Background: an optimization exercise with open tools, aiming at small area and a short achievable clock period. Do not read the settings as production practice. RTL that was checked went through simulation tests only; none was proved equivalent to the original. No functional check of the RTL was part of run 3. Power figures rest on the tool's default switching activity, not on a simulated workload.

==> design/flow/design.v <==
module FpAdd (
    input             iCLK,
    input      [26:0] iA,
    input      [26:0] iB,
    output reg [26:0] oSum
);
    wire [17:0] L;
    wire [16:0] Y;
    wire [5:0]  d;
    wire        flush, sub;
    wire [7:0]  L_e;
    wire        L_s;
    FpAdd_s1 u_s1 (.iA(iA), .iB(iB), .L(L), .Y(Y), .d(d), .flush(flush),
                   .sub(sub), .L_e(L_e), .L_s(L_s));
    reg [17:0] r_L;
    reg [16:0] r_Y;
    reg [5:0]  r_d;
    reg        r_flush;
    reg        r_sub;
    reg [7:0]  r_e;
    reg        r_s;
    always @(posedge iCLK) begin
        r_L     <= L;
        r_Y     <= Y;
        r_d     <= d;
        r_flush <= flush;
        r_sub   <= sub;
        r_e     <= L_e;
        r_s     <= L_s;
    end
    wire [20:0] sum;
    wire [4:0]  lz;
    wire        zero;
    FpAdd_s2 u_s2 (.L(r_L), .Y(r_Y), .d(r_d), .flush(r_flush), .sub(r_sub),
                   .L_e(r_e), .sum(sum), .lz(lz), .zero(zero));
    reg [20:0] q_sum;
    reg [4:0]  q_lz;
    reg [7:0]  q_e;
    reg        q_s;
    reg        q_zero;
    always @(posedge iCLK) begin
        q_sum  <= sum;
        q_lz   <= lz;
        q_e    <= r_e;
        q_s    <= r_s;
        q_zero <= zero;
    end
    wire [26:0] res;
    FpAdd_s3 u_s3 (.sum(q_sum), .lz(q_lz), .L_e(q_e), .sgn(q_s),
                   .zero(q_zero), .res(res));
    always @*
        oSum = res;
endmodule
module FpAdd_s1 (
    input  [26:0] iA,
    input  [26:0] iB,
    output [17:0] L,      
    output [16:0] Y,      
    output [5:0]  d,      
    output        flush,  
    output        sub,    
    output [7:0]  L_e,    
    output        L_s     
);
    wire        A_s = iA[26];
    wire [7:0]  A_e = iA[25:18];
    wire        B_s = iB[26];
    wire [7:0]  B_e = iB[25:18];
    wire pass = (A_e == 8'd0) | (B_e == 8'd0);
    wire [7:0]  dAB, dBA;
    wire        A_lt, B_lt;
    FpAdd_esub u_dAB (.a(A_e), .b(B_e), .d(dAB), .lt(A_lt));
    FpAdd_esub u_dBA (.a(B_e), .b(A_e), .d(dBA), .lt(B_lt));
    wire [7:0]  dd  = A_lt ? dBA : dAB;
    wire        tie = (A_e == B_e);
    wire A_larger = ~A_lt & (~tie | (iA[17:1] > iB[17:1]));
    assign L_s = A_larger ? A_s : B_s;
    assign L_e = A_lt ? B_e : A_e;
    assign L   = A_larger ? {iA[17:1], pass & iA[0]} : {iB[17:1], pass & iB[0]};
    assign Y   = A_larger ? iB[17:1] : iA[17:1];
    assign d     = dd[5:0];
    assign flush = pass | (dd > 8'd35);
    assign sub   = A_s ^ B_s;
endmodule
module FpAdd_esub (
    input  [7:0] a,
    input  [7:0] b,
    output [7:0] d,
    output       lt
);
    wire [7:0] p = a ^ ~b;
    reg  [8:0] G, P, Gn, Pn;
    integer k, m;
    always @* begin
        G = {a & ~b, 1'b1};
        P = {p, 1'b0};
        for (k = 1; k < 9; k = k * 2) begin
            Gn = G; Pn = P;
            for (m = k; m < 9; m = m + 1) begin
                Gn[m] = G[m] | (P[m] & G[m-k]);
                Pn[m] = P[m] & P[m-k];
            end
            G = Gn; P = Pn;
        end
    end
    assign d  = p ^ G[7:0];
    assign lt = ~G[8];
endmodule
module FpAdd_s2 (
    input  [17:0] L,
    input  [16:0] Y,
    input  [5:0]  d,
    input         flush,
    input         sub,
    input  [7:0]  L_e,
    output [20:0] sum,
    output reg [4:0] lz,
    output        zero
);
    wire [19:0] W = flush ? 20'd0 : ({1'b1, Y, 2'b00} >> d);
    reg  [15:0] M;
    integer i;
    always @*
        for (i = 0; i < 16; i = i + 1)
            M[i] = (d >= i + 3) & (d <= 6'd18);
    wire sticky = ~flush & (|(Y[15:0] & M) |
                            (d == 6'd19 & |Y[16:1]) |
                            (d >= 6'd20));
    wire [20:0] Lw  = {2'b01, L, 1'b0};
    wire [20:0] y   = {1'b0, W} ^ {21{sub}};
    wire        cin = sub & ~sticky;
    wire [20:0] p   = Lw ^ y;
    reg  [20:0] G, P, Gn, Pn;
    integer k, m;
    always @* begin
        G = Lw & y;
        P = p;
        for (k = 1; k < 21; k = k * 2) begin
            Gn = G; Pn = P;
            for (m = k; m < 21; m = m + 1) begin
                Gn[m] = G[m] | (P[m] & G[m-k]);
                Pn[m] = P[m] & P[m-k];
            end
            G = Gn; P = Pn;
        end
    end
    wire [20:0] c = {G[19:0] | (P[19:0] & {20{cin}}), cin};
    assign sum = p ^ c;
    integer j;
    always @* begin
        lz = 5'd21;
        for (j = 0; j < 21; j = j + 1)
            if (sum[j])
                lz = 5'd20 - j[4:0];
    end
    assign zero = (L_e == 8'd0) | (sum == 21'd0);
endmodule
module FpAdd_s3 (
    input  [20:0] sum,
    input  [4:0]  lz,
    input  [7:0]  L_e,
    input         sgn,
    input         zero,
    output [26:0] res
);
    wire [20:0] norm = sum << lz;
    wire [7:0] t = L_e + 8'd1;
    wire [4:0] e_lo;
    wire       e_b;
    FpAdd_sub5 u_elo (.a(t[4:0]), .b(lz), .d(e_lo), .lt(e_b));
    wire [7:0] e_out = {e_b ? t[7:5] - 3'd1 : t[7:5], e_lo};
    assign res = zero ? 27'd0 : {sgn, e_out, norm[19:2]};
endmodule
module FpAdd_sub5 (
    input  [4:0] a,
    input  [4:0] b,
    output [4:0] d,
    output       lt
);
    wire [4:0] p = a ^ ~b;
    reg  [5:0] G, P, Gn, Pn;
    integer k, m;
    always @* begin
        G = {a & ~b, 1'b1};
        P = {p, 1'b0};
        for (k = 1; k < 6; k = k * 2) begin
            Gn = G; Pn = P;
            for (m = k; m < 6; m = m + 1) begin
                Gn[m] = G[m] | (P[m] & G[m-k]);
                Pn[m] = P[m] & P[m-k];
            end
            G = Gn; P = Pn;
        end
    end
    assign d  = p ^ G[4:0];
    assign lt = ~G[5];
endmodule
==> design/flow/flow/run.sh <==
#!/bin/bash
# Standard ORFS layout; the port buffers are buf_2 cells instead of the
# delay-buffer cell buffer_ports picks by default.
export BUFFER_PORTS_ARGS="-buffer_cell sky130_fd_sc_hd__buf_2"
bash standard.sh > standard.log 2>&1
==> design/flow/standard.sh <==
#!/bin/bash
# synth_recipe.tcl (not shown) runs the flow's synth.tcl, then flattens the netlist and writes it again
# the make line also repeats each setting of config.mk as NAME=value (left out here)
make -C /OpenROAD-flow-scripts/flow DESIGN_CONFIG=/design/flow/config.mk WORK_HOME=/design/flow/orfs CLKGATE_MAP_FILE= SYNTH_SCRIPT=/design/flow/synth_recipe.tcl "${@:-finish}"
==> design/flow/config.mk <==
export PLATFORM = sky130hd
export DESIGN_NAME = FpAdd
export DESIGN_NICKNAME = FpAdd
export VERILOG_FILES = /design/flow/design.v
export SDC_FILE = /design/flow/constraint.sdc
export NUM_CORES = 4
export LEC_CHECK = 0
export ABC_AREA = 1
export CAP_MARGIN = 20
export CORE_MARGIN = 2
export CORE_UTILIZATION = 40
export SETUP_SLACK_MARGIN = 5.0
export SLEW_MARGIN = 20
==> design/flow/constraint.sdc <==
create_clock -name core_clock -period 10.0 [get_ports {iCLK}]
set_input_delay 2.0000 -clock core_clock [delete_from_list [all_inputs] [get_ports {iCLK}]]
set_output_delay 2.0000 -clock core_clock [all_outputs]
set_load 0.01 [all_outputs]
==> summary.txt, run 1 <==
final setup fails=0; Non-Filler Instances=1415; P_sw=890 uW; worst-case clock buffer depth=2; slew margin rel.=0.476; vias in the first global route=6633; average wire per standard cell=13.4 um; DRC Markers=0; placed cell area=0.00769 sq mm; yosys warns=4; max cap viols=0; Synth Area in Adders=0.109; Sw Ratio=0.470; Compound-Gate Fraction of Synth Area=0.185; Worst path max stage delay=790 ps; global route total overflow=0; WS Path Type=flip-flop to primary output; ANT cells=0; max-slew violations=0; Clk pwr share=0.175; Worst Setup Slack, final=5230 ps; Initial DRC Count=426; chip width=138 um; CP Data Required Time=8000 ps; tightest hold margin=356 ps; dpl cells=1398; P_int=1.00 mW; initial antenna violation count=0; Syn Inst Count=1129; Max Clock Skew=10.7 ps; Main synth FF type=dfxtp_1; crit path cell chain=clkinv_2 > o21ai_0 > nand2_1 > o311ai_0 > o21ai_0 > o221ai_1 > nand2_1 > inv_1 > buf_2; register share of total power=0.279; fin nets=1302; area delta synth->final=11.9%; Clock transition at path regs=60 ps; sequential area share after synthesis=0.243; ratio of final minimum period to clock period=0.477; actual slew at the worst max-slew pin=785 ps; core area=0.0174 sq mm; clk root buf=clkbuf_16; pre-CTS setup slack=4360 ps; Post-synth EDFFs=0; Slowest-stage cell, CP=dfxtp_1; synth unique cells=52; vias per cell=5.06; gr usage total=0.206; hold_buf cts=0; Crit Path Max Fanout=21; number of I/O port buffers=81; Starting Density=0.412; post-synthesis mux area share=0.00698; Post-Synth XOR/XNOR Area=0.0558; Total Wirelength=19.0 mm; Synth Cell Area=0.00717 sq mm; Worst VDD drop=0.158 mV; Async S/R FF share, synth=0; Arrival @ worst endpoint=2770 ps; Synth Area in Simple Gates=0.295; largest net degree at the start of global routing=38; Std-Cell Rows=48; RePlAce Congestion=0.952; Hold Vio Cnt, Final=0; via count=7161; leakage=4.07 nW; Post-DP HPWL=15.4 mm; Avg Inst Size Synth=6.35 sq um; first-pass GRT wire length=31.0 mm; TNS Setup=0 ps; total CTS buffers=9; I/O pin count=82; crit path launch type=flip-flop; RSZ-0062 raised after global routing=no; number of fill cells=1879; post-route cell area=0.00802 sq mm; clk sink count=87; Die ar.=0.0190 sq mm; run status=timing/DRC/antenna clean; H-tree depth=3; Crit. End Element=primary output; layout cells sized above 1=0.113; worst hold path class=flip-flop to flip-flop; die height=138 um; first-pass detailed-route iteration total=5; Final ANT Viol Nets=0; fmax=210 MHz; Mapped Nets=1245; Seq cells post-synth=87; part of the power in combinational logic=0.546; worst skew pair latency=350 ps; largest family of logic cells by synthesized area=simple AND/OR/NAND/NOR gates; CTS tree=built; Final Critical Period=4770 ps; pwr/cell area=236 mW/mm^2
cell usage after synthesis, drive strengths merged (6+ instances only):
| cell type | n | area share |
|---|---|---|
| nand4 | 10 | 0.0087 |
| a21oi | 53 | 0.039 |
| dfxtp | 87 | 0.24 |
| nor4 | 8 | 0.0070 |
| o21ai | 117 | 0.083 |
| o211ai | 11 | 0.012 |
| ha | 59 | 0.10 |
| xnor2 | 7 | 0.0086 |
| xor2 | 37 | 0.047 |
| inv | 153 | 0.080 |
| clkbuf | 26 | 0.014 |
| nand2 | 331 | 0.18 |
| buf | 12 | 0.010 |
| o22ai | 6 | 0.0052 |
| nor2 | 86 | 0.049 |
| nand3 | 59 | 0.043 |
| o221ai | 7 | 0.0086 |
| nor3 | 7 | 0.0049 |
| a31oi | 8 | 0.0070 |
power groups by stage:
stage	logic [mW]	clock network, mW	registers (mW)
detailed placement	1.02	0	0.530
CTS	1.03	0.338	0.523
global placement	1.02	0	0.529
global route	1.19	0.355	0.541
floorplan	0.796	0	0.472
finish	1.03	0.332	0.528
metal layers:
metal | vias to the layer above | track usage | share of wire
li1 | 3801 | - | -
met1 | 3126 | 0.262 | 0.46
met2 | 195 | 0.352 | 0.47
met3 | 39 | 0.0219 | 0.041
met4 | 0 | 0.0890 | 0.029
met5 | - | 0 | 0
kinds of logic after synthesis:
kind of cell | after synthesis
compound gates | 230
xor+xnor | 44
fa+ha+maj | 61
buf+inv | 193
flops | 87
mux | 5
simple gates | 509
through the flow:
step                power (mW)   util
floorplan                 1.27      -
global placement          1.55  0.442
detailed placement        1.55  0.442
CTS                       1.89  0.459
global route              2.09  0.461
finish                    1.89  0.461
worst max-delay path: cells and delay by family, from the launching register on:
family | cells | cell delay (ps)
flops | 1 | 790
buf+inv | 3 | 580
simple gates | 2 | 140
compound gates | 4 | 900
sequential cells by signal, summed over array words and instances (netlist names), 5 cells and up:
name,flops
r_e,8
r_L,18
r_d,6
q_lz,5
r_Y,17
q_sum,20
q_e,8
final timing paths:
check / startpoint / endpoint / slack, ps / depth (start not counted)
worst min-delay path: r_e[6] / q_e[6] / 360 / 0
worst max register to register: r_d[1] / q_lz[4] / 5540 / 26
worst min register to register: r_e[6] / q_e[6] / 360 / 0
worst max-delay path: q_lz[0] / oSum[17] / 5230 / 9
placed cells by master (no fill, tap or decap), types with 4 or more instances in the layout:
master / count
a21oi_1: 52
a31oi_1: 8
buf_2: 81
clkbuf_16: 9
clkinvlp_4: 5
dfxtp_1: 82
dfxtp_2: 4
ha_1: 59
inv_1: 147
inv_2: 4
mux2i_1: 5
nand2_1: 324
nand2_2: 6
nand3_1: 57
nand3b_1: 4
nand4_1: 10
nor2_1: 80
nor2_2: 4
nor3_1: 7
nor4_1: 8
o211ai_1: 11
o21ai_0: 110
o21ai_1: 5
o21bai_1: 4
o221ai_1: 7
o22ai_1: 6
o32ai_1: 4
xnor2_1: 7
xor2_1: 35
timing repair:
action                                  CTS  global route
cloned                                    0             2
resized for setup                         3             8
endpoints found under the setup margin   24            31
setup buffers                             0             0
layout make-up:
type,instances,area (sq um),share of cell area
timing repair inverter,2,10.0,0.00125
timing repair buffer,82,413,0.0515
inverter,155,592,0.0738
clock inverter,6,70.1,0.00873
clock buffer,9,225,0.0281
sequential,87,1750,0.218
tap,225,282,0.0351
multi-input combinational,849,4680,0.583
==> run 2, diff against run 1 <==
--- a/design/flow/config.mk
+++ b/design/flow/config.mk
@@ -11,2 +11,4 @@
 export CORE_UTILIZATION = 40
+export CTS_BUF_LIST = sky130_fd_sc_hd__clkbuf_8
+export CTS_CLUSTER_SIZE = 30
 export SETUP_SLACK_MARGIN = 5.0
==> run 2 against run 1 <==
  * Power fell by 4.6%
  * Critical path depth rose by 3
  * First-iteration DRC count rose by 3.3%
  * Count of clock-buffer cells in the layout did not move
  * Sequential power barely moved
  * Still clean on timing, DRC and antenna
  * Worst setup slack improved by 71 ps
  * Combinational power barely moved
  * Final cell count did not move
  * Die area did not move
  * Flip-flop and latch count did not move
  * Largest power group unchanged
  * Highest routed layer unchanged
==> summary.txt, run 2 <==
run status=timing/DRC/antenna clean; Worst VDD drop=0.160 mV; chip width=138 um; path depth of the worst reg2reg path=26; worst hold path class=flip-flop to flip-flop; Syn Inst Count=1129; fmax=213 MHz; vias in the first global route=6618; Largest regs=q_sum (20), r_L (18), r_Y (17); global route total overflow=0; RePlAce Congestion=0.952; clk sink count=87; H-tree depth=3; worst-case clock buffer depth=2; CTS tree=built; first-pass GRT wire length=31.0 mm; Largest Register=q_sum; area delta synth->final=10.5%; fin nets=1302; Hold Vio Cnt, Final=0; Post-CTS Setup Bufs=0; layout cells sized above 1=0.114; die height=138 um; worst setup path startpoint=q_lz[1]; initial antenna violation count=0; max-slew violations=0; Final ANT Viol Nets=0; commonest cells in the netlist=325 x nand2_1, 149 x inv_1, 110 x o21ai_0, 87 x dfxtp_1, 80 x nor2_1; top sig layer=met4; hold depth=0; sequential cell area=0.00175 sq mm; hold path startpoint=r_e[6]; actual slew at the worst max-slew pin=772 ps; Multi-input gate area=0.00468 sq mm; WL met2=8.79 mm; largest net degree at the start of global routing=38; number of I/O port buffers=81; Avg Inst Size Synth=6.35 sq um; slew margin rel.=0.485; max cap viols=0; worst skew pair latency=380 ps; gr usage total=0.206; WS Path Type=flip-flop to primary output; Mapped Nets=1245; Max Clock Skew=17.0 ps; most common cell in the netlist=nand2_1; top cell type's share of synthesized area=0.243; total CTS buffers=9; sequential area share after synthesis=0.243; Post-DP HPWL=15.4 mm; Die ar.=0.0190 sq mm; Crit. End Element=primary output; Std-Cell Rows=48; Final Critical Period=4700 ps; clk root buf=clkbuf_8; commonest cells after routing, fill and taps aside=324 x nand2_1, 147 x inv_1, 110 x o21ai_0, 81 x buf_2, 81 x dfxtp_1; number of fill cells=1886; Async S/R FF share, synth=0; hold_buf cts=0; DRC Markers=0; first-pass detailed-route iteration total=5; Seq cells post-synth=87; Initial DRC Count=440; RSZ-0062 raised after global routing=no; Arrival @ worst endpoint=2700 ps; crit path launch type=flip-flop; leading area contributor after synthesis=dfxtp_1; leakage=4.03 nW; post-route cell area=0.00792 sq mm; core area=0.0174 sq mm; Clock transition at path regs=90 ps; Largest register FFs=20; Starting Density=0.412; Main synth FF type=dfxtp_1; Crit Path Max Fanout=23; ratio of final minimum period to clock period=0.470; Total Wirelength=19.0 mm; via count=7101; commonest non-fill, non-tap cell in the layout=nand2_1; met1 WL=8.76 mm; WL met3=799 um; I/O pin count=82; CP Data Required Time=8000 ps; average wire per standard cell=13.4 um; synth unique cells=52; vias per cell=5.02; pwr/cell area=228 mW/mm^2; yosys warns=4; Synth Cell Area=0.00717 sq mm; TNS Setup=0 ps; Post-synth EDFFs=0; placed cell area=0.00769 sq mm; R2R Path Start=r_d[1]; top post-synthesis cells by area=dfxtp_1 24%, nand2_1 17%, ha_1 10%; final setup fails=0; ANT cells=0
run 2: changes by cell type in the layout (fill, tap and decap cells not counted):
| cell | before | now |
|---|---|---|
| clkbuf_16 | 9 | 0 |
| clkbuf_8 | 0 | 9 |
| dfxtp_1 | 82 | 81 |
| dfxtp_2 | 4 | 5 |
run 2: stage by stage:
stage | std cells | hold WS [ps] | utilization | total power [mW] | setup WS [ps]
finish | 1415 | 357 | 0.455 | 1.81 | 5300
floorplan | 1129 | 310 | - | 1.27 | 5830
global placement | 1398 | 335 | 0.442 | 1.55 | 4500
global route | 1415 | 367 | 0.455 | 2.00 | 5030
CTS | 1413 | 354 | 0.453 | 1.80 | 5020
detailed placement | 1398 | 339 | 0.442 | 1.55 | 4360
run 2: cell type report:
cell class,instances,share of cell area
Multi-Input combinational cell,849,0.591
Clock buffer,9,0.0156
Timing Repair inverter,2,0.00126
Inverter,155,0.0747
Timing Repair Buffer,82,0.0521
Clock inverter,6,0.00885
Tap cell,225,0.0355
Sequential cell,87,0.221
run 2: logic make-up after synthesis:
| kind of cell | count (synthesis) | synth area share |
|---|---|---|
| XOR/XNOR | 44 | 0.0558 |
| AO/OA/AOI/OAI | 230 | 0.185 |
| flip-flops | 87 | 0.243 |
| buffers and inverters | 193 | 0.105 |
| AND/OR/NAND/NOR | 509 | 0.295 |
| adder cells (fa/ha/maj) | 61 | 0.109 |
| multiplexers | 5 | 0.00698 |
run 2: where the power goes:
group,leakage [nW],internal [mW],switching [mW]
clock,0.0883,0.116,0.129
sequential,0.733,0.432,0.0965
combinational,3.20,0.378,0.655
run 2: what timing repair did:
| item | 4_1_cts | 5_1_grt |
|---|---|---|
| endpoints found under the hold margin | 0 | 0 |
| gates cloned | 0 | 2 |
| resized for setup | 3 | 9 |
| setup endpoints to repair | 25 | 31 |
run 2: critical path, cell delays in order, from the launching register on:
cell        delay [ps]
dfxtp_4            500
clkinvlp_4         250
ha_1               400
a21o_1             200
a21oi_1            190
nor2_1              60
nor2_1              80
inv_1               40
a21oi_1            150
inv_1              100
o21ai_0            150
a21oi_1             50
buf_2              150
run 2: path summary, 6_finish.rpt:
check | end | slack [ps]
min reg2reg | q_e[6] | 360
max reg2reg | q_lz[4] | 5550
min | q_e[6] | 360
max | oSum[23] | 5300
run 2: routing by layer:
metal / track usage / up-vias
met1: 0.263 / 3081
met5: 0 / -
met4: 0.0890 / 0
met3: 0.0241 / 40
met2: 0.349 / 177
li1: - / 3803
==> run 3, diff against run 2 <==
--- a/design/flow/design.v
+++ b/design/flow/design.v
@@ -32,5 +32,4 @@
     wire [4:0]  lz;
-    wire        zero;
     FpAdd_s2 u_s2 (.L(r_L), .Y(r_Y), .d(r_d), .flush(r_flush), .sub(r_sub),
-                   .L_e(r_e), .sum(sum), .lz(lz), .zero(zero));
+                   .sum(sum), .lz(lz));
     reg [20:0] q_sum;
@@ -39,3 +38,2 @@
     reg        q_s;
-    reg        q_zero;
     always @(posedge iCLK) begin
@@ -45,3 +43,2 @@
         q_s    <= r_s;
-        q_zero <= zero;
     end
@@ -49,3 +46,3 @@
     FpAdd_s3 u_s3 (.sum(q_sum), .lz(q_lz), .L_e(q_e), .sgn(q_s),
-                   .zero(q_zero), .res(res));
+                   .res(res));
     always @*
@@ -114,6 +111,4 @@
     input         sub,
-    input  [7:0]  L_e,
     output [20:0] sum,
-    output reg [4:0] lz,
-    output        zero
+    output reg [4:0] lz    
 );
@@ -155,3 +150,2 @@
     end
-    assign zero = (L_e == 8'd0) | (sum == 21'd0);
 endmodule
@@ -162,5 +156,5 @@
     input         sgn,
-    input         zero,
     output [26:0] res
 );
+    wire zero = (lz == 5'd21) | (L_e == 8'd0);
     wire [20:0] norm = sum << lz;
--- a/design/flow/config.mk
+++ b/design/flow/config.mk
@@ -11,4 +11,2 @@
 export CORE_UTILIZATION = 40
-export CTS_BUF_LIST = sky130_fd_sc_hd__clkbuf_8
-export CTS_CLUSTER_SIZE = 30
 export SETUP_SLACK_MARGIN = 5.0
==> run 3 against run 2 <==
  * Still clean
  * Worst hold slack worse by 37 ps
  * Routed wire length down 3.9%
  * Die area increased by 0.84%
  * Worst setup slack worse by 30 ps
  * Register-to-register slack gained 90 ps
  * Critical path depth did not move
  * Global-route usage fell by 1.4 points
  * Area after synthesis grew 0.87%
  * First-iteration DRC count is 18% lower
  * Combinational power barely moved
  * Critical path type unchanged
==> summary.txt, run 3 <==
Hold Vio Cnt, Final=0; worst skew pair latency=350 ps; slew margin rel.=0.319; ANT cells=0; core area=0.0178 sq mm; pwr/cell area=232 mW/mm^2; vias per cell=4.99; area delta synth->final=11.8%; via count=6954; Largest register FFs=20; ratio of final minimum period to clock period=0.473; Clk pwr share=0.170; yosys warns=4; actual slew at the worst max-slew pin=1010 ps; final setup fails=0; average wire per standard cell=13.1 um; commonest non-fill, non-tap cell in the layout=nand2_1; I/O pin count=82; tightest hold margin=320 ps; WL met2=8.46 mm; Std-Cell Rows=49; dpl cells=1373; total CTS buffers=9; synth unique cells=58; worst-case clock buffer depth=2; die height=138 um; Final Critical Period=4730 ps; placed cell area=0.00772 sq mm; top post-synthesis cells by area=dfxtp_1 24%, nand2_1 15%, ha_1 10%; met1 WL=8.63 mm; top sig layer=met4; number of I/O port buffers=81; Max Clock Skew=9.13 ps; RePlAce Congestion=0.943; Avg Inst Size Synth=6.58 sq um; most common cell in the netlist=nand2_1; layout cells sized above 1=0.143; Worst Setup Slack, final=5270 ps; Crit. End Element=primary output; global route total overflow=0; fin nets=1276; Final ANT Viol Nets=0; chip width=138 um; run status=timing/DRC/antenna clean; Crit Path Max Fanout=18; TNS Setup=0 ps; Main synth FF type=dfxtp_1; Non-Filler Instances=1393; WS Path Type=flip-flop to primary output; Largest regs=q_sum (20), r_L (18), r_Y (17); H-tree depth=3; Seq cells post-synth=86; first-pass GRT wire length=30.7 mm; Post-DP HPWL=14.8 mm; pre-CTS setup slack=3330 ps; WL met3=675 um; Die ar.=0.0192 sq mm; initial antenna violation count=0; commonest cells after routing, fill and taps aside=283 x nand2_1, 135 x inv_1, 101 x o21ai_0, 81 x buf_2, 81 x dfxtp_1; top cell type's share of synthesized area=0.238; Arrival @ worst endpoint=2730 ps; register share of total power=0.276; leading area contributor after synthesis=dfxtp_1; max cap viols=0; Syn Inst Count=1100; worst hold path class=flip-flop to flip-flop; Async S/R FF share, synth=0; first-pass detailed-route iteration total=5; sequential area share after synthesis=0.238; max-slew violations=0; CTS tree=built; Post-synth EDFFs=0; Worst VDD drop=0.162 mV; RSZ-0062 raised after global routing=no; Total Wirelength=18.2 mm; DRC Markers=0; Synth Cell Area=0.00723 sq mm; crit path launch type=flip-flop; P_sw=880 uW; post-route cell area=0.00809 sq mm; largest net degree at the start of global routing=38; Starting Density=0.405; gr usage total=0.192; Initial DRC Count=360; commonest cells in the netlist=285 x nand2_1, 137 x inv_1, 101 x o21ai_0, 86 x dfxtp_1, 73 x nor2_1; leakage=4.08 nW; vias in the first global route=6469; Mapped Nets=1217; P_int=995 uW; CP Data Required Time=8000 ps; clk root buf=clkbuf_16; fmax=212 MHz; clk sink count=86; Clock transition at path regs=60 ps; Sw Ratio=0.469; part of the power in combinational logic=0.553; Largest Register=q_sum
run 3: changes by cell type in the layout (fill, tap and decap cells not counted), sizes merged, moves of 7 or more:
cell    change
nand3      +13
o21ai      -10
nand3b      +7
inv         -7
nor2        -7
nand2      -25
run 3: kinds of logic (layout without fill, tap and decap cells):
logic type / count (synthesis) / count (layout) / synth area share
AO/OA/AOI/OAI: 222 / 222 / 0.180
flip-flops: 86 / 86 / 0.238
adder cells (fa/ha/maj): 62 / 62 / 0.109
AND/OR/NAND/NOR: 494 / 494 / 0.302
XOR/XNOR: 43 / 43 / 0.0552
multiplexers: 7 / 7 / 0.00986
buffers and inverters: 186 / 250 / 0.106
run 3: routing by layer:
| metal | vias to the layer above | GRT usage |
|---|---|---|
| met3 | 33 | 0.0263 |
| met1 | 3012 | 0.251 |
| met5 | - | 0 |
| met2 | 165 | 0.327 |
| met4 | 0 | 0.0634 |
| li1 | 3744 | - |
run 3: per-stage QoR:
stage | total power [mW] | util
global placement | 1.54 | 0.433
CTS | 1.87 | 0.451
finish | 1.88 | 0.453
global route | 2.07 | 0.453
floorplan | 1.28 | -
detailed placement | 1.55 | 0.433
run 3: area by class of cell:
cell class	count	area, sq um
Fill cell	1875	9750
Multi-Input combinational cell	828	4770
Sequential cell	86	1730
Inverter	148	567
Timing Repair Buffer	84	428
Tap cell	229	287
Clock buffer	10	239
Clock inverter	6	52.6
Timing Repair inverter	2	12.5
run 3: power groups by stage:
stage | clock network, mW | registers (mW) | logic (mW)
floorplan | 0 | 0.465 | 0.816
global placement | 0 | 0.520 | 1.02
detailed placement | 0 | 0.520 | 1.03
CTS | 0.327 | 0.515 | 1.03
global route | 0.345 | 0.531 | 1.19
finish | 0.319 | 0.518 | 1.04
run 3: path summary, 6_finish.rpt:
| path | slack (ps) | cells after the start | from | to |
|---|---|---|---|---|
| max | 5270 | 12 | q_lz[1] | oSum[24] |
| min reg2reg | 320 | 0 | r_e[0] | q_e[0] |
| min | 320 | 0 | r_e[0] | q_e[0] |
| max reg2reg | 5640 | 29 | r_d[0] | q_lz[3] |
run 3: critical path, stage by stage, from the launching register on:
cell	delay, ps
dfxtp_4	470
clkinvlp_4	250
ha_1	410
a21o_1	200
a21oi_1	200
nor2_1	60
nor2_1	80
inv_1	40
a21oi_1	200
inv_1	110
o21ai_0	150
a21oi_1	50
buf_2	140
run 3: what timing repair did:
item	in CTS	in global routing
hold buffers	0	0
setup endpoints to repair	26	46
resized for setup	7	11
cloned	1	1
setup buffers	0	2
==> run 4, diff against run 3 <==
--- a/design/flow/design.v
+++ b/design/flow/design.v
@@ -32,4 +32,5 @@
     wire [4:0]  lz;
+    wire        zero;
     FpAdd_s2 u_s2 (.L(r_L), .Y(r_Y), .d(r_d), .flush(r_flush), .sub(r_sub),
-                   .sum(sum), .lz(lz));
+                   .L_e(r_e), .sum(sum), .lz(lz), .zero(zero));
     reg [20:0] q_sum;
@@ -38,2 +39,3 @@
     reg        q_s;
+    reg        q_zero;
     always @(posedge iCLK) begin
@@ -43,2 +45,3 @@
         q_s    <= r_s;
+        q_zero <= zero;
     end
@@ -46,3 +49,3 @@
     FpAdd_s3 u_s3 (.sum(q_sum), .lz(q_lz), .L_e(q_e), .sgn(q_s),
-                   .res(res));
+                   .zero(q_zero), .res(res));
     always @*
@@ -111,4 +114,6 @@
     input         sub,
+    input  [7:0]  L_e,
     output [20:0] sum,
-    output reg [4:0] lz    
+    output reg [4:0] lz,
+    output        zero
 );
@@ -150,2 +155,3 @@
     end
+    assign zero = (L_e == 8'd0) | (sum == 21'd0);
 endmodule
@@ -156,5 +162,5 @@
     input         sgn,
+    input         zero,
     output [26:0] res
 );
-    wire zero = (lz == 5'd21) | (L_e == 8'd0);
     wire [20:0] norm = sum << lz;
==> design/flow/flow/run.sh (replaced) <==
#!/bin/bash
# Standard ORFS layout, with two changes: the port buffers are buf_2 cells
# instead of the delay-buffer cell buffer_ports picks by default, and
# repair_timing aims for 5.3 ns of setup slack.
export BUFFER_PORTS_ARGS="-buffer_cell sky130_fd_sc_hd__buf_2"
export SETUP_SLACK_MARGIN=5.3
bash standard.sh > standard.log 2>&1
--- a/design/flow/config.mk
+++ b/design/flow/config.mk
@@ -11,3 +11,2 @@
 export CORE_UTILIZATION = 40
-export SETUP_SLACK_MARGIN = 5.0
 export SLEW_MARGIN = 20
==> run 4 against run 3 <==
  * Synthesized cell count increased by 2.6%
  * Combinational power about the same
  * Register-to-register slack improved by 140 ps
  * Critical endpoint is now oSum[17]
  * Largest cell class unchanged
==> summary.txt, run 4 <==
run status=timing/DRC/antenna clean; pwr/cell area=236 mW/mm^2; final setup fails=0; Std-Cell Rows=48; Non-Filler Instances=1420; gr usage total=0.207; crit path cell chain=clkinv_2 > o21ai_0 > nand2_1 > o311ai_0 > o21ai_0 > o221ai_1 > nand2_1 > inv_1 > buf_2; global route total overflow=0; Hold Vio Cnt, Final=0; Seq cells post-synth=87; top cell type's share of synthesized area=0.243; pre-CTS setup slack=4360 ps; Largest Register=q_sum; Avg Inst Size Synth=6.35 sq um; chip width=138 um; tightest hold margin=353 ps; Max Clock Skew=11.3 ps; top post-synthesis cells by area=dfxtp_1 24%, nand2_1 17%, ha_1 10%; dpl cells=1398; Syn Inst Count=1129; core area=0.0174 sq mm; Main synth FF type=dfxtp_1; CP Data Required Time=8000 ps; max cap viols=0; Post-DP HPWL=15.4 mm; H-tree depth=3; commonest cells after routing, fill and taps aside=324 x nand2_1, 146 x inv_1, 110 x o21ai_0, 81 x buf_2, 81 x dfxtp_1; Crit. End Element=primary output; synth unique cells=52; Worst VDD drop=0.157 mV; Pwr Total=1.91 mW; Worst Setup Slack, final=5560 ps; average wire per standard cell=13.5 um; commonest non-fill, non-tap cell in the layout=nand2_1; worst skew pair latency=350 ps; number of I/O port buffers=81; Initial DRC Count=413; first-pass detailed-route iteration total=5; Async S/R FF share, synth=0; Post-synth EDFFs=0; Starting Density=0.412; Crit Path Max Fanout=21; vias per cell=5.07; WS Path Type=flip-flop to primary output; largest net degree at the start of global routing=38; slew margin rel.=0.479; Arrival @ worst endpoint=2440 ps; RSZ-0062 raised after global routing=no; actual slew at the worst max-slew pin=780 ps; crit path launch type=flip-flop; leading area contributor after synthesis=dfxtp_1; CTS tree=built; DRC Markers=0; vias in the first global route=6689; ratio of final minimum period to clock period=0.444; most common cell in the netlist=nand2_1; RePlAce Congestion=0.952; initial antenna violation count=0; first-pass GRT wire length=31.1 mm; hold_buf cts=0; area delta synth->final=12.9%; TNS Setup=0 ps; sequential area share after synthesis=0.243; total CTS buffers=9; Slowest-stage cell, CP=dfxtp_2; worst-case clock buffer depth=2; Synth Cell Area=0.00717 sq mm; Mapped Nets=1245; die height=138 um; layout cells sized above 1=0.121; Clock transition at path regs=60 ps; leakage=4.09 nW; fin nets=1307; via count=7197; Largest register FFs=20; yosys warns=4; Final ANT Viol Nets=0; Final Critical Period=4440 ps; Worst path max stage delay=570 ps; ANT cells=0; I/O pin count=82; clk root buf=clkbuf_16; fmax=225 MHz; Total Wirelength=19.2 mm; number of fill cells=1868; Die ar.=0.0190 sq mm; worst hold path class=flip-flop to flip-flop; commonest cells in the netlist=325 x nand2_1, 149 x inv_1, 110 x o21ai_0, 87 x dfxtp_1, 80 x nor2_1; Largest regs=q_sum (20), r_L (18), r_Y (17); max-slew violations=0; clk sink count=87
-- run 4: changes by cell type in the layout (fill, tap and decap cells not counted), sizes merged, moves of 5 or more --
| cell | change |
|---|---|
| nand2 | +25 |
| nand3 | -13 |
| o21ai | +10 |
| inv | +7 |
| nand3b | -7 |
| nor2 | +7 |
| a21oi | +5 |
| a31oi | -5 |
-- run 4: where the power goes --
part	switching [mW]	leakage [nW]	internal (mW)
logic	0.664	3.22	0.390
clock network	0.138	0.135	0.194
registers	0.0944	0.734	0.433
-- run 4: path summary, 6_finish.rpt --
kind                               from        to  slack (ps)  depth (start not counted)
worst max register to register   r_d[0]   q_lz[4]        5780                         28
worst min register to register   r_e[6]    q_e[6]         350                          0
worst min-delay path             r_e[6]    q_e[6]         350                          0
worst max-delay path            q_lz[0]  oSum[17]        5560                          9
-- run 4: area by class of cell --
type	count	area, sq um	area share
Multi-Input combinational cell	849	4700	0.581
Clock buffer	9	225	0.0278
Clock inverter	6	70.1	0.00866
Inverter	155	597	0.0737
Sequential cell	87	1760	0.217
Timing Repair Buffer	86	443	0.0547
Timing Repair inverter	3	17.5	0.00216
Tap cell	225	282	0.0348
-- run 4: through the flow --
stage           util  instance area, sq um
6_report       0.465                  8090
5_1_grt        0.465                  8090
4_1_cts        0.460                  8010
3_5_place_dp   0.442                  7690
3_3_place_gp   0.442                  7690
2_1_floorplan      -                  7170
-- run 4: critical path: cells and delay by family (launching register included) --
kind            cells  cell delay [ps]
flops               1              570
buf+inv             3              490
compound gates      4              880
simple gates        2              140
-- run 4: metal layers --
layer	share of wire	global-route usage	wire length (um)	vias to the layer above
li1	-	-	-	3813
met2	0.47	0.353	8970	204
met1	0.46	0.261	8780	3132
met4	0.033	0.0952	634	0
met3	0.040	0.0223	770	48
met5	0	0	0	-
-- run 4: repair_timing --
action                                  CTS  global route
gates cloned                              1             2
gates resized for setup                  10            11
endpoints found under the setup margin   45            29
buffers inserted                          0             4
-- run 4: cells by family (layout without fill, tap and decap cells) --
kind of cell	Yosys count	in the layout	share of synthesized area
compound gates	230	230	0.185
xor+xnor	44	44	0.0558
fa+ha+maj	61	61	0.109
simple gates	509	509	0.295
mux	5	5	0.00698
flops	87	87	0.243
buf+inv	193	259	0.105
==> run 5, diff against run 4 <==
==> design/flow/flow/run.sh (replaced) <==
#!/bin/bash
# Standard ORFS layout, with two changes: the port buffers are buf_2 cells
# instead of the delay-buffer cell buffer_ports picks by default, and
# repair_timing aims for 5.9 ns of setup slack.
export BUFFER_PORTS_ARGS="-buffer_cell sky130_fd_sc_hd__buf_2"
export SETUP_SLACK_MARGIN=5.9
bash standard.sh > standard.log 2>&1
==> run 5 against run 4 <==
  * Register-to-register slack improved by 340 ps
  * Routed wire length rose by 7.3%
  * Clock power fell by 7.5%
  * Flip-flop and latch count did not move
  * Area after synthesis did not move
  * Non-clock buffer count rose by 50
  * Clock skew fell by 1.8 ps
  * Critical path type unchanged
  * Critical endpoint is now oSum[24]
  * Largest power group unchanged
  * Highest routed layer unchanged
==> summary.txt, run 5 <==
part of the power in combinational logic=0.598; vias in the first global route=6687; Main synth FF type=dfxtp_1; CP Data Required Time=8000 ps; Post-DP HPWL=15.5 mm; max cap viols=0; pwr/cell area=232 mW/mm^2; most common cell in the netlist=nand2_1; Largest Register=q_sum; H-tree depth=3; CTS tree=built; commonest cells after routing, fill and taps aside=318 x nand2_1, 142 x inv_1, 84 x o21ai_0, 82 x buf_2, 77 x dfxtp_1; number of I/O port buffers=81; via count=7419; chip width=138 um; number of fill cells=1860; core area=0.0174 sq mm; largest net degree at the start of global routing=38; first-pass detailed-route iteration total=7; ratio of final minimum period to clock period=0.422; Syn Inst Count=1129; ANT cells=0; area delta synth->final=22.6%; fmax=237 MHz; register share of total power=0.252; die height=138 um; Clk pwr share=0.150; sequential area share after synthesis=0.243; commonest cells in the netlist=325 x nand2_1, 149 x inv_1, 110 x o21ai_0, 87 x dfxtp_1, 80 x nor2_1; Clock transition at path regs=60 ps; top cell type's share of synthesized area=0.243; Post-synth EDFFs=0; I/O pin count=82; Mapped Nets=1245; Std-Cell Rows=48; actual slew at the worst max-slew pin=530 ps; initial antenna violation count=0; RSZ-0062 raised after global routing=yes; post-route cell area=0.00879 sq mm; worst skew pair latency=350 ps; Final Critical Period=4220 ps; P_int=1.09 mW; Die ar.=0.0190 sq mm; Avg Inst Size Synth=6.35 sq um; global route total overflow=0; Largest register FFs=20; top post-synthesis cells by area=dfxtp_1 24%, nand2_1 17%, ha_1 10%; yosys warns=4; worst-case clock buffer depth=2; layout cells sized above 1=0.205; gr usage total=0.212; final setup fails=0; synth unique cells=52; Synth Cell Area=0.00717 sq mm; Sw Ratio=0.467; DRC Markers=0; Hold Vio Cnt, Final=0; clk sink count=87; run status=timing/DRC/antenna clean; Arrival @ worst endpoint=2220 ps; Starting Density=0.412; max-slew violations=0; Largest regs=q_sum (20), r_L (18), r_Y (17); Worst VDD drop=0.138 mV; Seq cells post-synth=87; tightest hold margin=349 ps; average wire per standard cell=13.9 um; worst hold path class=flip-flop to flip-flop; Crit. End Element=primary output; leakage=4.37 nW; Crit Path Max Fanout=4; slew margin rel.=0.647; Initial DRC Count=464; RePlAce Congestion=0.938; Total Wirelength=20.5 mm; TNS Setup=0 ps; Final ANT Viol Nets=0; hold_buf cts=0; fin nets=1360; first-pass GRT wire length=31.9 mm; placed cell area=0.00769 sq mm; clk root buf=clkbuf_16; Async S/R FF share, synth=0; crit path launch type=flip-flop; WS Path Type=flip-flop to primary output; P_sw=955 uW; vias per cell=5.03; leading area contributor after synthesis=dfxtp_1; Max Clock Skew=9.52 ps; commonest non-fill, non-tap cell in the layout=nand2_1; total CTS buffers=9
-- run 5: final timing paths --
path	start	to	slack, ps	depth (start not counted)
max reg2reg	r_d[0]	q_lz[4]	6120	21
min	r_e[6]	q_e[6]	350	0
min reg2reg	r_e[6]	q_e[6]	350	0
max	q_e[0]	oSum[24]	5780	12
-- run 5: what timing repair did --
item	CTS	global route
gates cloned	5	1
pin swaps	5	31
setup buffers	16	39
setup endpoints to repair	80	37
resized for setup	39	100
-- run 5: layout make-up --
class                      instances  area, sq um  area share
inverter                         155          617      0.0702
clock buffer                      10          229      0.0260
clock inverter                     6         45.0     0.00512
multi-input combinational        851         4970       0.566
sequential                        87         1770       0.202
timing repair buffer             136          846      0.0962
tap                              225          282      0.0320
timing repair inverter             4         27.5     0.00313
-- run 5: critical path, stage by stage (launching register included) --
cell and delay, ps:
dfxtp_4 350, ha_4 270, ha_4 200, a21o_1 160, a21oi_2 150, nor2_1 50
nor2_1 80, inv_1 50, a21oi_2 150, inv_2 80, o21ai_2 150, a21oi_2 40
buf_2 140
-- run 5: power by group through the flow --
| stage | combinational (mW) | clock (mW) | sequential [mW] |
|---|---|---|---|
| 2_1_floorplan | 0.796 | 0 | 0.472 |
| 3_3_place_gp | 1.02 | 0 | 0.531 |
| 3_5_place_dp | 1.02 | 0 | 0.530 |
| 4_1_cts | 1.09 | 0.314 | 0.518 |
| 5_1_grt | 1.39 | 0.329 | 0.523 |
| 6_report | 1.22 | 0.307 | 0.514 |
-- run 5: per-stage QoR --
stage / utilization / total power [mW] / setup slack [ps] / std cells
finish: 0.505 / 2.04 / 5780 / 1474
global route: 0.505 / 2.24 / 5630 / 1474
CTS: 0.472 / 1.93 / 5760 / 1434
detailed placement: 0.442 / 1.55 / 3640 / 1397
global placement: 0.442 / 1.55 / 3750 / 1397
floorplan: - / 1.27 / 5910 / 1129
-- run 5: cells by family (layout without fill, tap and decap cells) --
group                      count (synthesis)  after routing  synth area share
and+or+nand+nor                          509            511             0.295
AOI/OAI and AO/OA                        230            230             0.185
buffers and inverters                    193            311             0.105
DFF                                       87             87             0.243
adders and majority gates                 61             61             0.109
xor gates and xnor gates                  44             44            0.0558
muxes                                      5              5           0.00698
-- run 5: metal layers --
metal / wire, um / vias to the layer above / global-route usage
met5: 0 / - / 0
met3: 780 / 47 / 0.0238
met1: 9160 / 3251 / 0.263
li1: - / 3922 / -
met4: 672 / 0 / 0.102
met2: 9930 / 199 / 0.366
==> run 6, diff against run 5 <==
==> design/flow/flow/run.sh (replaced) <==
#!/bin/bash
# Standard ORFS layout, with two changes: the port buffers are buf_2 cells
# instead of the delay-buffer cell buffer_ports picks by default, and
# repair_timing aims for 5.5 ns of setup slack.
export BUFFER_PORTS_ARGS="-buffer_cell sky130_fd_sc_hd__buf_2"
export SETUP_SLACK_MARGIN=5.5
bash standard.sh > standard.log 2>&1
--- a/design/flow/config.mk
+++ b/design/flow/config.mk
@@ -11,2 +11,4 @@
 export CORE_UTILIZATION = 40
+export CTS_BUF_LIST = sky130_fd_sc_hd__clkbuf_8
+export CTS_CLUSTER_SIZE = 30
 export SLEW_MARGIN = 20
==> run 6 against run 5 <==
  * Routed wire length down 4.9%
  * Synthesized cell count unchanged
  * Combinational power down 11%
  * Count of clock-buffer cells in the layout down 1
  * Non-clock buffer count down 43
  * Largest cell class unchanged
  * Largest power group unchanged
==> summary.txt, run 6 <==
Max Clock Skew=16.0 ps; run status=timing/DRC/antenna clean; die height=138 um; CP Data Required Time=8000 ps; slew margin rel.=0.483; max cap viols=0; first-pass GRT wire length=31.5 mm; number of fill cells=1865; Avg Inst Size Synth=6.35 sq um; leakage=4.08 nW; P_int=952 uW; Seq cells post-synth=87; ratio of final minimum period to clock period=0.431; Largest register FFs=20; via count=7236; commonest cells after routing, fill and taps aside=324 x nand2_1, 146 x inv_1, 106 x o21ai_0, 82 x buf_2; actual slew at the worst max-slew pin=775 ps; post-route cell area=0.00810 sq mm; commonest cells in the netlist=325 x nand2_1, 149 x inv_1, 110 x o21ai_0, 87 x dfxtp_1, 80 x nor2_1; fmax=232 MHz; Die ar.=0.0190 sq mm; Main synth FF type=dfxtp_1; leading area contributor after synthesis=dfxtp_1; ANT cells=0; chip width=138 um; total CTS buffers=9; clk sink count=87; worst skew pair latency=380 ps; Final ANT Viol Nets=0; most common cell in the netlist=nand2_1; area delta synth->final=13.0%; part of the power in combinational logic=0.585; Worst VDD drop=0.158 mV; gr usage total=0.209; Final Critical Period=4310 ps; final setup fails=0; Synth Cell Area=0.00717 sq mm; register share of total power=0.283; worst-case clock buffer depth=2; worst hold path class=flip-flop to flip-flop; first-pass detailed-route iteration total=6; crit path launch type=flip-flop; sequential area share after synthesis=0.243; Largest Register=q_sum; vias per cell=5.07; TNS Setup=0 ps; global route total overflow=0; largest net degree at the start of global routing=38; Clk pwr share=0.133; Hold Vio Cnt, Final=0; Sw Ratio=0.485; synth unique cells=52; Largest regs=q_sum (20), r_L (18), r_Y (17); Clock transition at path regs=90 ps; top cell type's share of synthesized area=0.243; Std-Cell Rows=48; Syn Inst Count=1129; Async S/R FF share, synth=0; average wire per standard cell=13.7 um; Post-DP HPWL=15.4 mm; top post-synthesis cells by area=dfxtp_1 24%, nand2_1 17%, ha_1 10%; Mapped Nets=1245; Crit. End Element=primary output; Crit Path Max Fanout=20; Starting Density=0.412; H-tree depth=3; WS Path Type=flip-flop to primary output; I/O pin count=82; initial antenna violation count=0; Total Wirelength=19.5 mm; CTS tree=built; clk root buf=clkbuf_8; pwr/cell area=228 mW/mm^2; layout cells sized above 1=0.132; number of I/O port buffers=81; Arrival @ worst endpoint=2310 ps; P_sw=897 uW; core area=0.0174 sq mm; vias in the first global route=6735; max-slew violations=0; fin nets=1315; RePlAce Congestion=0.952; DRC Markers=0; RSZ-0062 raised after global routing=yes; Post-synth EDFFs=0; commonest non-fill, non-tap cell in the layout=nand2_1; Initial DRC Count=392; yosys warns=4; placed cell area=0.00769 sq mm
-- run 6: cell counts after synthesis --
Identical to the previous run, type by type.
-- run 6: cell families after synthesis --
kind of cell,Yosys count,synth area share
fa+ha+maj,61,0.109
simple gates,509,0.295
mux,5,0.00698
flops,87,0.243
buf+inv,193,0.105
xor+xnor,44,0.0558
compound gates,230,0.185
-- run 6: what timing repair did --
item | 4_1_cts | 5_1_grt
gates cloned | 2 | 2
buffers inserted | 2 | 9
endpoints found under the hold margin | 0 | 0
endpoints found under the setup margin | 51 | 36
pin swaps | 0 | 2
hold buffers | 0 | 0
gates resized for setup | 15 | 21
-- run 6: area by class of cell --
type	count	area [sq um]	area share
Clock inverter	6	70.1	0.00865
Multi-Input combinational cell	849	4730	0.584
Inverter	155	601	0.0741
Tap cell	225	282	0.0348
Timing Repair inverter	4	25.0	0.00309
Sequential cell	87	1770	0.218
Timing Repair Buffer	93	499	0.0616
Clock buffer	9	124	0.0153
-- run 6: worst paths after layout --
path | depth (start not counted) | end | slack (ps) | start
min | 0 | q_e[6] | 360 | r_e[6]
min reg2reg | 0 | q_e[6] | 360 | r_e[6]
max reg2reg | 25 | q_lz[4] | 5900 | r_d[1]
max | 11 | oSum[25] | 5690 | q_lz[2]
-- run 6: routing by layer --
metal,GRT usage,vias to the layer above,share of wire
met5,0,-,0
met4,0.0930,0,0.032
met3,0.0245,48,0.044
met2,0.358,208,0.47
met1,0.264,3145,0.46
li1,-,3835,-
-- run 6: metrics by stage --
stage               std cells  total power [mW]   util  hold slack, ps  setup slack (ps)
finish                   1428              1.85  0.465             358              5690
global placement         1398              1.55  0.442             335              4500
floorplan                1129              1.27      -             310              5830
global route             1428              2.05  0.465             367              5490
detailed placement       1398              1.55  0.442             339              4360
CTS                      1417              1.82  0.457             354              5530
-- run 6: critical path, cell delays in order (launching register included) --
cell,delay [ps]
dfxtp_4,490
clkinvlp_4,200
ha_1,360
a21oi_2,160
nor2_1,50
nor2_1,80
inv_1,50
a21oi_2,130
nand2_1,80
o21ai_0,150
a21oi_1,50
buf_2,140
-- run 6: power groups by stage --
stage | registers, mW | clock network [mW] | logic (mW)
6_report | 0.523 | 0.245 | 1.08
5_1_grt | 0.535 | 0.268 | 1.24
4_1_cts | 0.523 | 0.252 | 1.04
3_5_place_dp | 0.530 | 0 | 1.02
3_3_place_gp | 0.529 | 0 | 1.02
2_1_floorplan | 0.472 | 0 | 0.796
==> run 7, diff against run 6 <==
==> design/flow/flow/run.sh (replaced) <==
#!/bin/bash
# Standard ORFS layout, with two changes: the port buffers are buf_2 cells
# instead of the delay-buffer cell buffer_ports picks by default, and
# repair_timing aims for 5.7 ns of setup slack.
export BUFFER_PORTS_ARGS="-buffer_cell sky130_fd_sc_hd__buf_2"
export SETUP_SLACK_MARGIN=5.7
bash standard.sh > standard.log 2>&1
==> run 7 against run 6 <==
  * Critical path type unchanged
  * Sequential share of layout area shrank 0.25 points
  * Synthesized cell count is the same
  * Sequential power shrank 1%
  * Highest routed layer unchanged
  * Clock skew shrank 3.6 ps
==> summary.txt, run 7 <==
I/O pin count=82; worst skew pair latency=380 ps; gr usage total=0.212; Starting Density=0.412; Die ar.=0.0190 sq mm; Syn Inst Count=1129; leading area contributor after synthesis=dfxtp_1; first-pass GRT wire length=31.9 mm; sequential area share after synthesis=0.243; pre-CTS setup slack=4360 ps; Max Clock Skew=12.4 ps; actual slew at the worst max-slew pin=776 ps; placed cell area=0.00769 sq mm; pwr/cell area=228 mW/mm^2; via count=7308; Std-Cell Rows=48; RePlAce Congestion=0.952; Synth Cell Area=0.00717 sq mm; Sw Ratio=0.485; fin util=0.471; tightest hold margin=356 ps; vias per cell=5.10; Pwr Total=1.87 mW; Crit Path Max Fanout=5; average wire per standard cell=13.8 um; top cell type's share of synthesized area=0.243; crit path launch type=flip-flop; DRC Markers=0; Initial DRC Count=398; Crit. End Element=primary output; global route total overflow=0; number of I/O port buffers=81; Largest Register=q_sum; Worst VDD drop=0.158 mV; register share of total power=0.276; Clock transition at path regs=80 ps; ratio of final minimum period to clock period=0.429; Avg Inst Size Synth=6.35 sq um; chip width=138 um; part of the power in combinational logic=0.594; P_sw=909 uW; vias in the first global route=6851; CP Data Required Time=8000 ps; fmax=233 MHz; Worst Setup Slack, final=5710 ps; Hold Vio Cnt, Final=0; core area=0.0174 sq mm; commonest cells in the netlist=325 x nand2_1, 149 x inv_1, 110 x o21ai_0, 87 x dfxtp_1, 80 x nor2_1; Final ANT Viol Nets=0; CTS tree=built; area delta synth->final=14.4%; Final Critical Period=4290 ps; Seq cells post-synth=87; initial antenna violation count=0; Total Wirelength=19.8 mm; clk root buf=clkbuf_8; Mapped Nets=1245; first-pass detailed-route iteration total=6; TNS Setup=0 ps; ANT cells=0; worst hold path class=flip-flop to flip-flop; Async S/R FF share, synth=0; clk sink count=87; most common cell in the netlist=nand2_1; Largest register FFs=20; top post-synthesis cells by area=dfxtp_1 24%, nand2_1 17%, ha_1 10%; largest net degree at the start of global routing=38; final setup fails=0; hold_buf cts=0; Main synth FF type=dfxtp_1; worst-case clock buffer depth=2; slew margin rel.=0.482; H-tree depth=3; Arrival @ worst endpoint=2290 ps; commonest non-fill, non-tap cell in the layout=nand2_1; layout cells sized above 1=0.148; run status=timing/DRC/antenna clean; yosys warns=4; max-slew violations=0; P_int=966 uW; fin nets=1321; post-route cell area=0.00821 sq mm; dpl cells=1398; die height=138 um; total CTS buffers=9; Largest regs=q_sum (20), r_L (18), r_Y (17); commonest cells after routing, fill and taps aside=323 x nand2_1, 144 x inv_1, 94 x o21ai_0, 83 x buf_2, 78 x dfxtp_1; synth unique cells=52; RSZ-0062 raised after global routing=yes; Non-Filler Instances=1434; Clk pwr share=0.130; WS Path Type=flip-flop to primary output; Post-synth EDFFs=0; leakage=4.12 nW; number of fill cells=1868; Post-DP HPWL=15.4 mm; max cap viols=0
==> run 7: kinds of logic after synthesis <==
family / after synthesis / synth area share
adder cells (fa/ha/maj): 61 / 0.109
AND/OR/NAND/NOR: 509 / 0.295
XOR/XNOR: 44 / 0.0558
AO/OA/AOI/OAI: 230 / 0.185
buffers and inverters: 193 / 0.105
flip-flops: 87 / 0.243
multiplexers: 5 / 0.00698
==> run 7: power groups by stage <==
stage / clock (mW) / combinational, mW / sequential, mW
5_1_grt: 0.268 / 1.28 / 0.530
3_5_place_dp: 0 / 1.02 / 0.530
3_3_place_gp: 0 / 1.02 / 0.529
6_report: 0.243 / 1.11 / 0.518
4_1_cts: 0.252 / 1.06 / 0.521
2_1_floorplan: 0 / 0.796 / 0.472
==> run 7: worst max-delay path, stage by stage, from the launching register on <==
cell     delay, ps
dfxtp_2        350
ha_4           270
ha_4           200
a21o_1         200
a21oi_2        150
nor2_1          50
nor2_1          80
inv_1           50
a21oi_2        150
nand2_1         90
o21ai_1        120
a21oi_1         50
buf_2          140
==> run 7: layer usage <==
metal | wire length (um) | GRT usage | up-vias | share of wire
li1 | - | - | 3846 | -
met1 | 8800 | 0.265 | 3180 | 0.44
met2 | 9130 | 0.355 | 219 | 0.46
met3 | 943 | 0.0249 | 63 | 0.048
met4 | 919 | 0.115 | 0 | 0.046
met5 | 0 | 0 | - | 0
==> run 7: worst paths after layout <==
path	start	endpoint	slack [ps]	depth (start not counted)
max	q_e[0]	oSum[25]	5710	12
min	r_e[6]	q_e[6]	360	0
max reg2reg	r_d[0]	q_lz[4]	6070	26
min reg2reg	r_e[6]	q_e[6]	360	0
==> run 7: repair_timing <==
action,in CTS,in global routing
setup endpoints to repair,53,35
pin swaps,2,3
setup buffers,6,11
gates resized for setup,27,39
cloned,3,1
==> run 7: layout make-up <==
cell class,instances,area (sq um),area share
timing repair inverter,4,27.5,0.00335
multi-input combinational,849,4780,0.583
clock buffer,9,124,0.0151
inverter,155,612,0.0746
timing repair buffer,99,542,0.0660
clock inverter,6,70.1,0.00854
sequential,87,1770,0.215
tap,225,282,0.0343
==> run 8, diff against run 7 <==
==> design/flow/flow/run.sh (replaced) <==
#!/bin/bash
# Standard ORFS layout, with two changes: the port buffers are buf_2 cells
# instead of the delay-buffer cell buffer_ports picks by default, and
# repair_timing aims for 5.6 ns of setup slack.
export BUFFER_PORTS_ARGS="-buffer_cell sky130_fd_sc_hd__buf_2"
export SETUP_SLACK_MARGIN=5.6
bash standard.sh > standard.log 2>&1
--- a/design/flow/config.mk
+++ b/design/flow/config.mk
@@ -11,4 +11,3 @@
 export CORE_UTILIZATION = 40
-export CTS_BUF_LIST = sky130_fd_sc_hd__clkbuf_8
-export CTS_CLUSTER_SIZE = 30
+export GPL_TIMING_DRIVEN = 1
 export SLEW_MARGIN = 20
==> run 8 against run 7 <==
  * Largest cell class unchanged
  * Flip-flop and latch count stayed put
  * Still clean on timing, DRC and antenna
  * Synthesized cell count is the same
  * Die area unchanged
  * Clock power rose by 37%
  * Count of clock-buffer cells in the layout unchanged
  * Worst hold slack worse by 3.6 ps
  * Critical endpoint unchanged
  * Maximum frequency grew 0.45%
  * Critical path depth did not move
==> summary.txt, run 8 <==
top cell type's share of synthesized area=0.243; Crit. End Element=primary output; slew margin rel.=0.475; commonest non-fill, non-tap cell in the layout=nand2_1; global route total overflow=0; ANT cells=0; number of fill cells=1865; CP Data Required Time=8000 ps; via count=7300; ratio of final minimum period to clock period=0.427; Post-synth EDFFs=0; CTS tree=built; first-pass GRT wire length=31.6 mm; Largest Register=q_sum; largest net degree at the start of global routing=38; Total Wirelength=19.6 mm; TNS Setup=0 ps; area delta synth->final=14.4%; max cap viols=0; Post-DP HPWL=15.4 mm; Avg Inst Size Synth=6.35 sq um; placed cell area=0.00769 sq mm; first-pass detailed-route iteration total=8; clk root buf=clkbuf_16; worst skew pair latency=350 ps; Max Clock Skew=11.3 ps; crit path launch type=flip-flop; clk sink count=87; pwr/cell area=236 mW/mm^2; Seq cells post-synth=87; Main synth FF type=dfxtp_1; RSZ-0062 raised after global routing=yes; Die ar.=0.0190 sq mm; Hold Vio Cnt, Final=0; worst-case clock buffer depth=2; I/O pin count=82; WS Path Type=flip-flop to primary output; commonest cells in the netlist=325 x nand2_1, 149 x inv_1, 110 x o21ai_0, 87 x dfxtp_1, 80 x nor2_1; most common cell in the netlist=nand2_1; hold_buf cts=0; post-route cell area=0.00820 sq mm; Initial DRC Count=391; Largest regs=q_sum (20), r_L (18), r_Y (17); fin nets=1313; Largest register FFs=20; final setup fails=0; Crit Path Max Fanout=5; gr usage total=0.210; Worst VDD drop=0.158 mV; synth unique cells=52; average wire per standard cell=13.7 um; yosys warns=4; Syn Inst Count=1129; Final ANT Viol Nets=0; Async S/R FF share, synth=0; max-slew violations=0; vias per cell=5.12; leakage=4.12 nW; top post-synthesis cells by area=dfxtp_1 24%, nand2_1 17%, ha_1 10%; Arrival @ worst endpoint=2270 ps; Mapped Nets=1245; vias in the first global route=6817; commonest cells after routing, fill and taps aside=324 x nand2_1, 145 x inv_1, 103 x o21ai_0, 82 x buf_2, 79 x nor2_1; die height=138 um; total CTS buffers=9; Std-Cell Rows=48; initial antenna violation count=0; worst hold path class=flip-flop to flip-flop; Starting Density=0.412; DRC Markers=0; number of I/O port buffers=81; fin util=0.471; leading area contributor after synthesis=dfxtp_1; core area=0.0174 sq mm; Clock transition at path regs=60 ps; RePlAce Congestion=0.952; run status=timing/DRC/antenna clean; chip width=138 um; H-tree depth=3; fmax=234 MHz; Final Critical Period=4270 ps; actual slew at the worst max-slew pin=786 ps; layout cells sized above 1=0.135; Synth Cell Area=0.00717 sq mm; sequential area share after synthesis=0.243
-- run 8: cell counts after synthesis --
No cell type changed its count.
-- run 8: final cells by class --
class                           instances  area, sq um  share of cell area
Tap cell                              225          282              0.0343
Timing Repair Buffer                   91          484              0.0590
Sequential cell                        87         1770               0.216
Clock buffer                            9          225              0.0275
Timing Repair inverter                  4         25.0             0.00305
Inverter                              155          606              0.0738
Clock inverter                          6         70.1             0.00854
Multi-Input combinational cell        849         4740               0.578
-- run 8: critical path, cell delays in order (launching register included) --
cell and delay [ps]:
dfxtp_2 340, ha_4 270, ha_4 200, a21o_1 200
a21oi_2 160, nor2_1 50, nor2_1 80, inv_1 50
a21oi_2 150, nand2_1 90, o21ai_1 120, a21oi_1 50
buf_2 140
-- run 8: per-layer routing --
metal,up-vias,track usage,share of wire
li1,3837,-,-
met1,3211,0.263,0.45
met2,204,0.360,0.47
met3,48,0.0223,0.043
met4,0,0.106,0.035
met5,-,0,0
-- run 8: path summary, 6_finish.rpt --
kind                                 end  cells past startpoint  startpoint  slack (ps)
worst min register to register    q_e[6]                      0      r_e[6]         350
worst max-delay path            oSum[25]                     12      q_e[0]        5730
worst min-delay path              q_e[6]                      0      r_e[6]         350
worst max register to register   q_lz[4]                     27      r_d[0]        6030
-- run 8: stage by stage --
stage	hold slack (ps)	setup WS, ps	total power [mW]	std cells
floorplan	310	5830	1.27	1129
global placement	335	4500	1.55	1398
detailed placement	339	4360	1.55	1398
CTS	351	5600	1.91	1419
global route	363	5570	2.14	1426
finish	353	5730	1.94	1426
-- run 8: cells by family after synthesis --
family          Yosys count  synth area share
simple gates            509             0.295
compound gates          230             0.185
buf+inv                 193             0.105
flops                    87             0.243
fa+ha+maj                61             0.109
xor+xnor                 44            0.0558
mux                       5           0.00698
-- run 8: timing repair --
action	CTS	global route
cloned	3	1
endpoints found under the setup margin	52	36
pin swaps	0	3
buffers inserted	3	6
gates resized for setup	20	25
-- run 8: power by group --
part	switching [mW]	internal, mW	leakage, nW
clock	0.138	0.194	0.135
combinational	0.681	0.402	3.26
sequential	0.0893	0.434	0.735
==> run 9, diff against run 8 <==
--- a/design/flow/config.mk
+++ b/design/flow/config.mk
@@ -10,4 +10,3 @@
 export CORE_MARGIN = 2
-export CORE_UTILIZATION = 40
-export GPL_TIMING_DRIVEN = 1
+export CORE_UTILIZATION = 55
 export SLEW_MARGIN = 20
==> run 9 against run 8 <==
  * Area after synthesis is the same
  * Highest routed layer unchanged
  * Worst setup slack improved by 8.3 ps
  * Critical path type unchanged
  * Clock skew decreased by 0.60 ps
  * Non-clock buffer count rose by 5
==> summary.txt, run 9 <==
Largest Register=q_sum; Bufs and invs on worst path=3; ANT cells=0; Worst VDD drop=0.0952 mV; area delta synth->final=14.2%; final setup fails=0; ratio of final minimum period to clock period=0.426; gr usage total=0.261; Total Wirelength=18.6 mm; Die ar.=0.0140 sq mm; WS Path Type=flip-flop to primary output; number of I/O port buffers=81; Worst Hold End=q_e[2]; H-tree depth=3; worst skew pair latency=340 ps; Multi-input gate area=0.00478 sq mm; leakage=4.15 nW; via count=7368; Initial DRC Count=489; Crit. End Element=primary output; Clk pwr share=0.161; sequential cell area=0.00176 sq mm; die height=118 um; Mapped Nets=1245; fmax=235 MHz; Post-DP HPWL=14.5 mm; slew margin rel.=0.491; post-route cell area=0.00819 sq mm; r2r setup slk=5910 ps; Starting Density=0.566; leading area contributor after synthesis=dfxtp_1; top post-synthesis cells by area=dfxtp_1 24%, nand2_1 17%, ha_1 10%; RSZ-0062 raised after global routing=yes; number of fill cells=1235; worst-case clock buffer depth=2; Max Clock Skew=10.7 ps; first-pass GRT wire length=30.1 mm; first-pass detailed-route iteration total=6; chip width=118 um; P_int=1.02 mW; total CTS buffers=9; worst hold path class=flip-flop to flip-flop; crit path cell chain=ha_4 > ha_4 > a21o_1 > a21oi_2 > nor2_1 > nor2_1 > inv_1 > a21oi_2 > inv_1 > o21ai_0 > a21oi_1 > buf_2; placed cell area=0.00763 sq mm; top cell type's share of synthesized area=0.243; pwr/cell area=236 mW/mm^2; Clock transition at path regs=60 ps; Largest regs=q_sum (20), r_L (18), r_Y (17); Worst path max stage delay=380 ps; Largest register FFs=20; global route total overflow=0; layout cells sized above 1=0.141; actual slew at the worst max-slew pin=762 ps; max cap viols=0; synth unique cells=52; Seq cells post-synth=87; Std-Cell Rows=41; CP Data Required Time=8000 ps; clk sink count=87; core area=0.0127 sq mm; fin nets=1319; Post-synth EDFFs=0; part of the power in combinational logic=0.574; commonest cells in the netlist=325 x nand2_1, 149 x inv_1, 110 x o21ai_0, 87 x dfxtp_1, 80 x nor2_1; hold path startpoint=r_e[2]; CP delay by family, top=compound AO/OA/AOI/OAI gates; Avg Inst Size Synth=6.35 sq um; initial antenna violation count=0; Pwr Total=1.94 mW; yosys warns=4; Final Critical Period=4260 ps; crit path launch type=flip-flop; path depth of the worst reg2reg path=29; RR Endpoint=q_lz[4]; largest net degree at the start of global routing=38; run status=timing/DRC/antenna clean; average wire per standard cell=13.5 um; most common cell in the netlist=nand2_1; commonest cells after routing, fill and taps aside=322 x nand2_1, 145 x inv_1, 101 x o21ai_0, 81 x buf_2, 81 x dfxtp_1; vias in the first global route=6615; Arrival @ worst endpoint=2260 ps; max-slew violations=0; Main synth FF type=dfxtp_1; Crit Path Max Fanout=5; Slowest-stage cell, CP=dfxtp_1; Async S/R FF share, synth=0; Final ANT Viol Nets=0; commonest non-fill, non-tap cell in the layout=nand2_1; fin util=0.646; P_sw=915 uW; Worst Setup Slack, final=5740 ps; hold depth=0; register share of total power=0.265; pre-CTS setup slack=3830 ps; hold_buf cts=0; DRC Markers=0; RePlAce Congestion=0.983; Sw Ratio=0.473; TNS Setup=0 ps; Syn Inst Count=1129; Synth Cell Area=0.00717 sq mm; I/O pin count=82; Hold Vio Cnt, Final=0; CTS tree=built; sequential area share after synthesis=0.243; R2R Path Start=r_d[0]; vias per cell=5.34; clk root buf=clkbuf_16
run 9: repair_timing:
| item | 4_1_cts | 5_1_grt |
|---|---|---|
| pin swaps | 1 | 3 |
| gates resized for setup | 21 | 28 |
| hold endpoints to repair | 0 | 0 |
| cloned | 3 | 2 |
| setup buffers | 3 | 11 |
| endpoints found under the setup margin | 59 | 33 |
run 9: cell type report:
type,instances,share of cell area
sequential,87,0.215
tap,172,0.0263
clock buffer,10,0.0292
clock inverter,6,0.00519
timing repair inverter,4,0.00306
multi-input combinational,850,0.583
timing repair buffer,96,0.0637
inverter,155,0.0741
run 9: through the flow:
step / instances / hold WS (ps)
final: 1380 / 344
after floorplan: 1129 / 310
after CTS: 1367 / 344
after detailed placement: 1345 / 337
after global placement: 1345 / 338
after global routing: 1380 / 351
run 9: power groups by stage:
| stage | clock network [mW] | logic [mW] | registers [mW] |
|---|---|---|---|
| 2_1_floorplan | 0 | 0.796 | 0.472 |
| 3_3_place_gp | 0 | 1.04 | 0.519 |
| 3_5_place_dp | 0 | 1.04 | 0.518 |
| 4_1_cts | 0.317 | 1.07 | 0.513 |
| 5_1_grt | 0.332 | 1.26 | 0.522 |
| 6_report | 0.312 | 1.11 | 0.513 |
run 9: metal layers:
layer | global-route usage | vias up | part of all wire
li1 | - | 3836 | -
met1 | 0.322 | 3259 | 0.44
met2 | 0.461 | 231 | 0.48
met3 | 0.0357 | 42 | 0.050
met4 | 0.0964 | 0 | 0.030
met5 | 0 | - | 0
run 9: logic make-up after synthesis:
logic type               count (synthesis)  share of synthesized area
AO/OA/AOI/OAI                          230                      0.185
XOR/XNOR                                44                     0.0558
adder cells (fa/ha/maj)                 61                      0.109
buffers and inverters                  193                      0.105
flip-flops                              87                      0.243
multiplexers                             5                    0.00698
AND/OR/NAND/NOR                        509                      0.295
run 9: how the worst max path moves through the flow:
stage	from	end	slack, ps	cells after the start
after global routing	r_d[0]	q_lz[3]	5530	27
after global placement	iA[23]	r_L[13]	4080	10
after CTS	q_lz[1]	oSum[23]	5620	12
after floorplan	iA[20]	r_flush	5830	15
final	q_e[1]	oSum[23]	5740	12
after detailed placement	iA[23]	r_L[2]	3830	10
run 9: worst reg2reg max path: cells and delay by family, from the launching register on:
family                   cells  cell delay [ps]
adder cells (fa/ha/maj)      1              380
flip-flops                   1              400
buffers and inverters        4              400
AO/OA/AOI/OAI                5              790
XOR/XNOR                     2              310
AND/OR/NAND/NOR             17             1730

Setup slack of run 9, layout unchanged: 5.739 ns with ideal ports, 5.695 ns with driving cells assumed (clock clkbuf_16, inputs buf_2), 5.394 ns with port delays also shifted by the 0.381 ns mid clock arrival.
